What follows belongs to an exercise in optimizing a design on an open flow for small area; a production flow would make more cautious choices. In this exercise RTL edits were held to simulation tests only and were not proved equivalent to the original. Power and IR drop assume default switching activity.

## UART_Register_Top
module UART_Register_Top(
    input               PCLK,
    input               PRESETn,
    output              irqreq,
    input       [31:0]  PADDR,
    input               PSEL,
    input               PENABLE,
    input               PWRITE,
    input       [31:0]  PWDATA,
    output              PREADY,
    output      [31:0]  PRDATA,
    output              PSLVERR,
    input               RxD,
    output              TxD
);
For scale: ~500 cells after synthesis, roughly 8400 sq um of cells after synthesis.
==> flow/config.mk <==
export PLATFORM = sky130hd
export DESIGN_NAME = UART_Register_Top
export DESIGN_NICKNAME = UART_Register_Top
export VERILOG_FILES = /design/flow/design.v
export SDC_FILE = /design/flow/constraint.sdc
export NUM_CORES = 4
export LEC_CHECK = 0
export CAP_MARGIN = 0
export CORE_MARGIN = 2
export CORE_UTILIZATION = 60
export SLEW_MARGIN = 0
==> flow/constraint.sdc <==
create_clock -name core_clock -period 10.0 [get_ports {PCLK}]
set_input_delay 2.0000 -clock core_clock [delete_from_list [all_inputs] [get_ports {PCLK}]]
set_output_delay 2.0000 -clock core_clock [all_outputs]
set_load 0.01 [all_outputs]
standard.sh (not shown) runs the stock make flow with config.mk's settings and CLKGATE_MAP_FILE= SYNTH_SCRIPT=/design/flow/synth_recipe.tcl, a recipe that flattens the netlist after the stock synthesis.
==> flow/flow/run.sh <==
#!/bin/bash
# Own layout flow: the standard flow (standard synthesis unchanged),
# with buf_1 port buffers, one tie cell per constant instead of one per
# constant output, and a clock tree of clkbuf_4 cells (clusters of at most
# 10 flip-flops) without dummy loads. make's full output goes to
# flow_make.log here; ORFS keeps each step's log under orfs/logs/.
set -euo pipefail
CTS="-sink_clustering_enable -repair_clock_nets -dont_use_dummy_load"
CTS="$CTS -buf_list sky130_fd_sc_hd__clkbuf_4"
CTS="$CTS -sink_clustering_size 10 -sink_clustering_max_diameter 50"
bash standard.sh \
    "BUFFER_PORTS_ARGS=-buffer_cell sky130_fd_sc_hd__buf_1" \
    "CTS_ARGS=$CTS" \
    SKIP_REPAIR_TIE_FANOUT=1 \
    finish > flow_make.log 2>&1
test -f out/final.def
==> next run, changes <==
Settings changed: CAP_MARGIN 0 to 20, SLEW_MARGIN 0 to 20.
Outcome: The new run completed without violations. Maximum frequency stays the same. Sequential cell count does not change. Sequential power hardly moves. Clock power is about the same. Critical path depth does not change. Via count does not change.

Another version of the RTL of UART_Register_Top (not shown whole).
For scale: ~200 flip-flops, ~110 I/O pins.
export LEC_CHECK = 0
export CAP_MARGIN = 20
export CORE_MARGIN = 2
export CORE_UTILIZATION = 75
export SLEW_MARGIN = 20
create_clock -name core_clock -period 10.0 [get_ports {PCLK}]
==> flow/flow/run.sh <==
#!/bin/bash
# Own layout flow: the standard flow (standard synthesis unchanged),
# with smaller port buffers and a clock tree of clkbuf_8 cells without
# dummy loads. make's full output goes to flow_make.log here; ORFS keeps
# each step's log under orfs/logs/.
set -euo pipefail
CTS="-sink_clustering_enable -repair_clock_nets -dont_use_dummy_load"
CTS="$CTS -buf_list sky130_fd_sc_hd__clkbuf_4"
CTS="$CTS -sink_clustering_size 10 -sink_clustering_max_diameter 50"
bash standard.sh \
    "BUFFER_PORTS_ARGS=-buffer_cell sky130_fd_sc_hd__buf_1" \
    "CTS_ARGS=$CTS" \
    SKIP_REPAIR_TIE_FANOUT=1 \
    finish > flow_make.log 2>&1
test -f out/final.def
The starting point produced a clean layout.
Edit:
Settings changed: CORE_UTILIZATION 75 to 60.
- setup slack improves by 0.0070 ns
- non-clock buffer count went down by 1
- design area barely changes
- via count goes down by 1.0%
- routed wire length increases by 3.2%

old:
Another version of the RTL of UART_Register_Top (not shown whole).
Size: ~110 I/O pins, ~9000 sq um of cells after synthesis.
Design UART_Register_Top, start of the top module:
module UART_Register_Top(
    input               PCLK,
    input               PRESETn,
    output              irqreq,
    input       [31:0]  PADDR,
    input               PSEL,
    input               PENABLE,
    input               PWRITE,
    input       [31:0]  PWDATA,
    output              PREADY,
    output      [31:0]  PRDATA,
    output              PSLVERR,
    input               RxD,
    output              TxD
);
==> flow/config.mk <==
export PLATFORM = sky130hd
export DESIGN_NAME = UART_Register_Top
export DESIGN_NICKNAME = UART_Register_Top
export VERILOG_FILES = /design/flow/design.v
export SDC_FILE = /design/flow/constraint.sdc
export NUM_CORES = 4
export LEC_CHECK = 0
export CAP_MARGIN = 20
export CORE_MARGIN = 2
export CORE_UTILIZATION = 60
export SLEW_MARGIN = 20
==> flow/constraint.sdc <==
create_clock -name core_clock -period 10.0 [get_ports {PCLK}]
set_input_delay 2.0000 -clock core_clock [delete_from_list [all_inputs] [get_ports {PCLK}]]
set_output_delay 2.0000 -clock core_clock [all_outputs]
set_load 0.01 [all_outputs]
==> flow/flow/run.sh <==
#!/bin/bash
# Own layout flow: the standard flow (standard synthesis unchanged),
# with smaller port buffers and a clock tree of clkbuf_8 cells without
# dummy loads. make's full output goes to flow_make.log here; ORFS keeps
# each step's log under orfs/logs/.
set -euo pipefail
CTS="-sink_clustering_enable -repair_clock_nets -dont_use_dummy_load"
CTS="$CTS -buf_list sky130_fd_sc_hd__clkbuf_8"
CTS="$CTS -sink_clustering_size 20 -sink_clustering_max_diameter 60"
bash standard.sh \
    "BUFFER_PORTS_ARGS=-buffer_cell sky130_fd_sc_hd__buf_1" \
    "CTS_ARGS=$CTS" \
    SKIP_REPAIR_TIE_FANOUT=1 \
    finish > flow_make.log 2>&1
test -f out/final.def
Setup changes, old to new
-- flow/flow/run.sh --
<<< old, line 7
CTS="-sink_clustering_enable -repair_clock_nets -dont_use_dummy_load"
CTS="$CTS -buf_list sky130_fd_sc_hd__clkbuf_8"
CTS="$CTS -sink_clustering_size 20 -sink_clustering_max_diameter 60"
bash standard.sh \
>>> new, line 7
CTS="-sink_clustering_enable -repair_clock_nets -dont_use_dummy_load"
CTS="$CTS -buf_list sky130_fd_sc_hd__clkbuf_4"
CTS="$CTS -sink_clustering_size 10 -sink_clustering_max_diameter 50"
bash standard.sh \
--- outcome ---
new vs. old: final worst-path cycle share has remained practically unchanged; aggregate routed wire length has increased.
[compare] base=old new=new: global router's overall resource usage went up; register share of total power went up; reported sequential group power did not really move; async set or reset register ratio after synthesis did not really move.

==> static timing again, ports no longer ideal <==
The results above use ideal ports. As a check the final layouts listed here were re-extracted and re-timed, cells and wires unchanged.
Step 1, drivers: a clkbuf_16 drives PCLK and a buf_2 each remaining input, both assumed.
Step 2 also shifts input and output timing later by t, the mid clock arrival at the registers, as if the neighbouring blocks saw the same clock.
Three values: ideal ports, drivers, drivers and shift; two values: the first two.
run	shift t [ns]	setup WS [ns]	latest minus earliest clock arrival (ns)
the first run of note 1	0.625	4.096 / 4.076 / 4.076	0.056 / 0.057
the second run of note 1	0.625	4.096 / 4.076 / 4.076	0.056 / 0.057
the first run of note 2	0.615	4.029 / 4.006 / 4.006	0.057 / 0.058
the second run of note 2	0.639	4.036 / 4.014 / 4.014	0.023 / 0.023
old	0.525	4.311 / 4.285 / 4.285	0.046 / 0.046
new	0.637	4.314 / 4.288 / 4.288	0.099 / 0.099
After both steps every run listed still meets setup and hold.
